Context: an optimization exercise on an open-source flow, tuned for small area, a short achievable clock period and few clock cycles per item. The choices shown serve that exercise and are no tape-out recipe.
In this exercise RTL edits were held to simulation tests only and were not proved equivalent to the original.
Power and IR drop assume default switching activity.

## v38
// CONV
module CONV (
  output logic        busy,
  output logic [11:0] iaddr,
  output logic        cwr,
  output logic [11:0] caddr_wr,
  output logic [19:0] cdata_wr,
  output logic        crd,
  output logic [11:0] caddr_rd,
  output logic [ 2:0] csel,
  input               clk,
  input               reset,
  input        [19:0] idata,
  input        [19:0] cdata_rd,
  input               ready
);
==> flow/config.mk <==
export PLATFORM = sky130hd
export DESIGN_NAME = CONV
export DESIGN_NICKNAME = CONV
export VERILOG_FILES = /design/flow/design.v
export SDC_FILE = /design/flow/constraint.sdc
export NUM_CORES = 4
export LEC_CHECK = 0
export CAP_MARGIN = 20
export CORE_MARGIN = 2
export CORE_UTILIZATION = 55
export CTS_BUF_LIST = sky130_fd_sc_hd__clkbuf_4 sky130_fd_sc_hd__clkbuf_8
export PLACE_DENSITY = 0.72
export SETUP_SLACK_MARGIN = 5
export SLEW_MARGIN = 20
export TNS_END_PERCENT = 100
==> flow/constraint.sdc <==
create_clock -name core_clock -period 9.5 [get_ports {clk}]
set_input_delay 1.9000 -clock core_clock [delete_from_list [all_inputs] [get_ports {clk}]]
set_output_delay 1.9000 -clock core_clock [all_outputs]
set_load 0.01 [all_outputs]
standard.sh (not shown) runs the stock make flow with config.mk's settings and CLKGATE_MAP_FILE= SYNTH_SCRIPT=/design/flow/synth_recipe.tcl, a recipe that flattens the netlist after the stock synthesis.
==> flow/flow/run.sh <==
#!/bin/bash
set -euo pipefail
MARGIN=6
sed "s/SETUP_SLACK_MARGIN=[0-9.]*/SETUP_SLACK_MARGIN=$MARGIN/" standard.sh > standard_margin.sh
bash standard_margin.sh > flow.log 2>&1
Testbench counts of v38, summed over its fixed seeds: cycles 147,528, images 12.
What v26 does differently from v38 at the input level:
# v38
export LEC_CHECK = 0
export CAP_MARGIN = 20
export CORE_MARGIN = 2
export CORE_UTILIZATION = 55
export CTS_BUF_LIST = sky130_fd_sc_hd__clkbuf_4 sky130_fd_sc_hd__clkbuf_8
export PLACE_DENSITY = 0.72
export SETUP_SLACK_MARGIN = 5
export SLEW_MARGIN = 20
export TNS_END_PERCENT = 100
create_clock -name core_clock -period 9.5 [get_ports {clk}]
# v26
export LEC_CHECK = 0
export CAP_MARGIN = 20
export CORE_MARGIN = 2
export CORE_UTILIZATION = 65
export PLACE_DENSITY = 0.85
export SETUP_SLACK_MARGIN = 5
export SLEW_MARGIN = 20
export TNS_END_PERCENT = 100
create_clock -name core_clock -period 9.5 [get_ports {clk}]
==> notes.md <==
Against v38, v26 reports a critical path depth that is higher. Compared with v38, v26 shows die footprint lower by about 15%. v26 vs v38, timing startpoint of the critical path: idata[0] vs P3[0]$_SDFF_PN0_. Min relative area of clock buffers and inverters in the final design across v38 and v26: v38. Global-route track usage on met3, v38 and v26, lower one = v38. Total number of H-tree levels, v38 and v26, lower one = v26. Changes observed in v26 relative to v38: detailed-routing wirelength on met1 went down, post-route clock period utilization went up, count of routing violations after the opening detailed-route iteration went up.
Input changes introduced in v10 (baseline for comparison: v26):
# v26
export LEC_CHECK = 0
export CAP_MARGIN = 20
export CORE_MARGIN = 2
export CORE_UTILIZATION = 65
export PLACE_DENSITY = 0.85
export SETUP_SLACK_MARGIN = 5
export SLEW_MARGIN = 20
export TNS_END_PERCENT = 100
create_clock -name core_clock -period 9.5 [get_ports {clk}]
# v10
export LEC_CHECK = 0
export CAP_MARGIN = 20
export CORE_MARGIN = 2
export CORE_UTILIZATION = 55
export PLACE_DENSITY = 0.72
export SETUP_SLACK_MARGIN = 5
export SLEW_MARGIN = 20
export TNS_END_PERCENT = 100
create_clock -name core_clock -period 9.5 [get_ports {clk}]
==> flow/run.sh (new file) <==
#!/bin/bash
# synth_recipe.tcl (not shown) runs the flow's synth.tcl, then flattens the netlist and writes it again
# the make line also repeats each setting of config.mk as NAME=value (left out here)
make -C /OpenROAD-flow-scripts/flow DESIGN_CONFIG=/design/flow/config.mk WORK_HOME=/design/flow/orfs CLKGATE_MAP_FILE= SYNTH_SCRIPT=/design/flow/synth_recipe.tcl finish
removed: flow/flow/run.sh
removed: flow/standard.sh
Compared with v26, v10 shows register-to-register setup slack lower by 0.85 ns.
v10 went all the way through synthesis, placement and routing and the layout is clean on timing, DRC and antenna.
In the metrics for v10 and v26, the one carrying the higher number of buffers inserted to repair setup after CTS is v26.
Relative to v26, the non-clock buffer count measured on v10 has decreased by more than 10%.
Measured against each other, v10 and v26 differ in die area, the higher figure coming from v10.
v10: final instance area about 2.3% below v26
In the metrics for v10 and v26, the one carrying the lower cell depth of the worst flop-to-flop path is v26.

---

rev 12:
CONV again, from the RTL that the note above started with.
// CONV
module CONV (
  output logic        busy,
  output logic [11:0] iaddr,
  output logic        cwr,
  output logic [11:0] caddr_wr,
  output logic [19:0] cdata_wr,
  output logic        crd,
  output logic [11:0] caddr_rd,
  output logic [ 2:0] csel,
  input               clk,
  input               reset,
  input        [19:0] idata,
  input        [19:0] cdata_rd,
  input               ready
);
  logic       run;
  logic       done;
  logic [6:0] fr;
  logic [5:0] fk;
  logic [1:0] fq;
  logic [5:0] frow;
  always_ff @(posedge clk or posedge reset) begin
    if (reset) begin
      run  <= 1'b0;
      fr   <= 7'd0;
      fk   <= 6'd0;
      fq   <= 2'd1;
      frow <= 6'd0;
    end else if (!run) begin
      run <= ready;
    end else if (done) begin
      run  <= 1'b0;
      fr   <= 7'd0;
      fk   <= 6'd0;
      fq   <= 2'd1;
      frow <= 6'd0;
    end else begin
      if (fq == 2'd2) begin
        fq <= 2'd0;
        fk <= fk + 6'd1;
        if (fk == 6'd63) begin
          fr   <= fr + 7'd1;
          frow <= fr[5:0];
        end else begin
          frow <= fr[5:0] - 6'd1;
        end
      end else begin
        fq   <= fq + 2'd1;
        frow <= frow + 6'd1;
      end
    end
  end
  ...
Settings: LEC_CHECK=0, CAP_MARGIN=20, CORE_MARGIN=2, CORE_UTILIZATION=55, PLACE_DENSITY=0.72, SETUP_SLACK_MARGIN=5, SLEW_MARGIN=20, TNS_END_PERCENT=100; clock period 9.5 ns.
==> flow/flow/run.sh <==
#!/bin/bash
set -euo pipefail
MARGIN=6
sed "s/SETUP_SLACK_MARGIN=[0-9.]*/SETUP_SLACK_MARGIN=$MARGIN/" standard.sh > standard_margin.sh
bash standard_margin.sh > flow.log 2>&1
Testbench counts of rev 12, summed over its fixed seeds: cycles 147,528, images 12.
Input changes introduced in rev 13 (baseline for comparison: rev 12):
==> flow/flow/run.sh <==
#!/bin/bash
set -euo pipefail
MARGIN=6.25
sed "s/SETUP_SLACK_MARGIN=[0-9.]*/SETUP_SLACK_MARGIN=$MARGIN/" standard.sh > standard_margin.sh
bash standard_margin.sh > flow.log 2>&1
==> notes.md <==
- Number of global-route vias before repair: rev 13 higher than rev 12
- Power: rev 13 lower than rev 12
- In the flow results for rev 13 and rev 12, the portion of total power attributed to combinational logic is larger on rev 13.

==> separate check: timing with driven ports <==
The results above use ideal ports. As a check the final layouts listed here were re-extracted and re-timed, cells and wires unchanged. Step 1 sets driving cells, clkbuf_16 on the clock port and buf_2 on the other inputs (assumed; they add their load-dependent delay and slew). Step 2 moves the port delays by t, midway between the first and last clock arrival at a register: inputs arrive t later, outputs are due t later. That takes back most of the time a late clock gives input paths. Three values: ideal ports, drivers, drivers and shift; two values: the first two.
run	t, ns	setup slack, ns	hold WS [ns]	worst setup path after step 2
v38	0.705	6.051 / 6.002 / 5.388	0.415 / 0.415 / 0.415	input to register
v26	0.651	5.870 / 5.892 / 5.241	0.410 / 0.410 / 0.410	input to register
v10	0.657	5.183 / 5.183 / 4.595	0.431 / 0.431 / 0.431	input to register
rev 12	0.655	6.048 / 5.998 / 5.411	0.414 / 0.414 / 0.414	input to register
rev 13	0.665	6.079 / 6.100 / 5.435	0.406 / 0.406 / 0.406	input to register
After both steps setup and hold are still met in every run listed. The setup slack of v38, which loses most, moves by -0.049 ns with the drivers and by -0.663 ns with both steps.
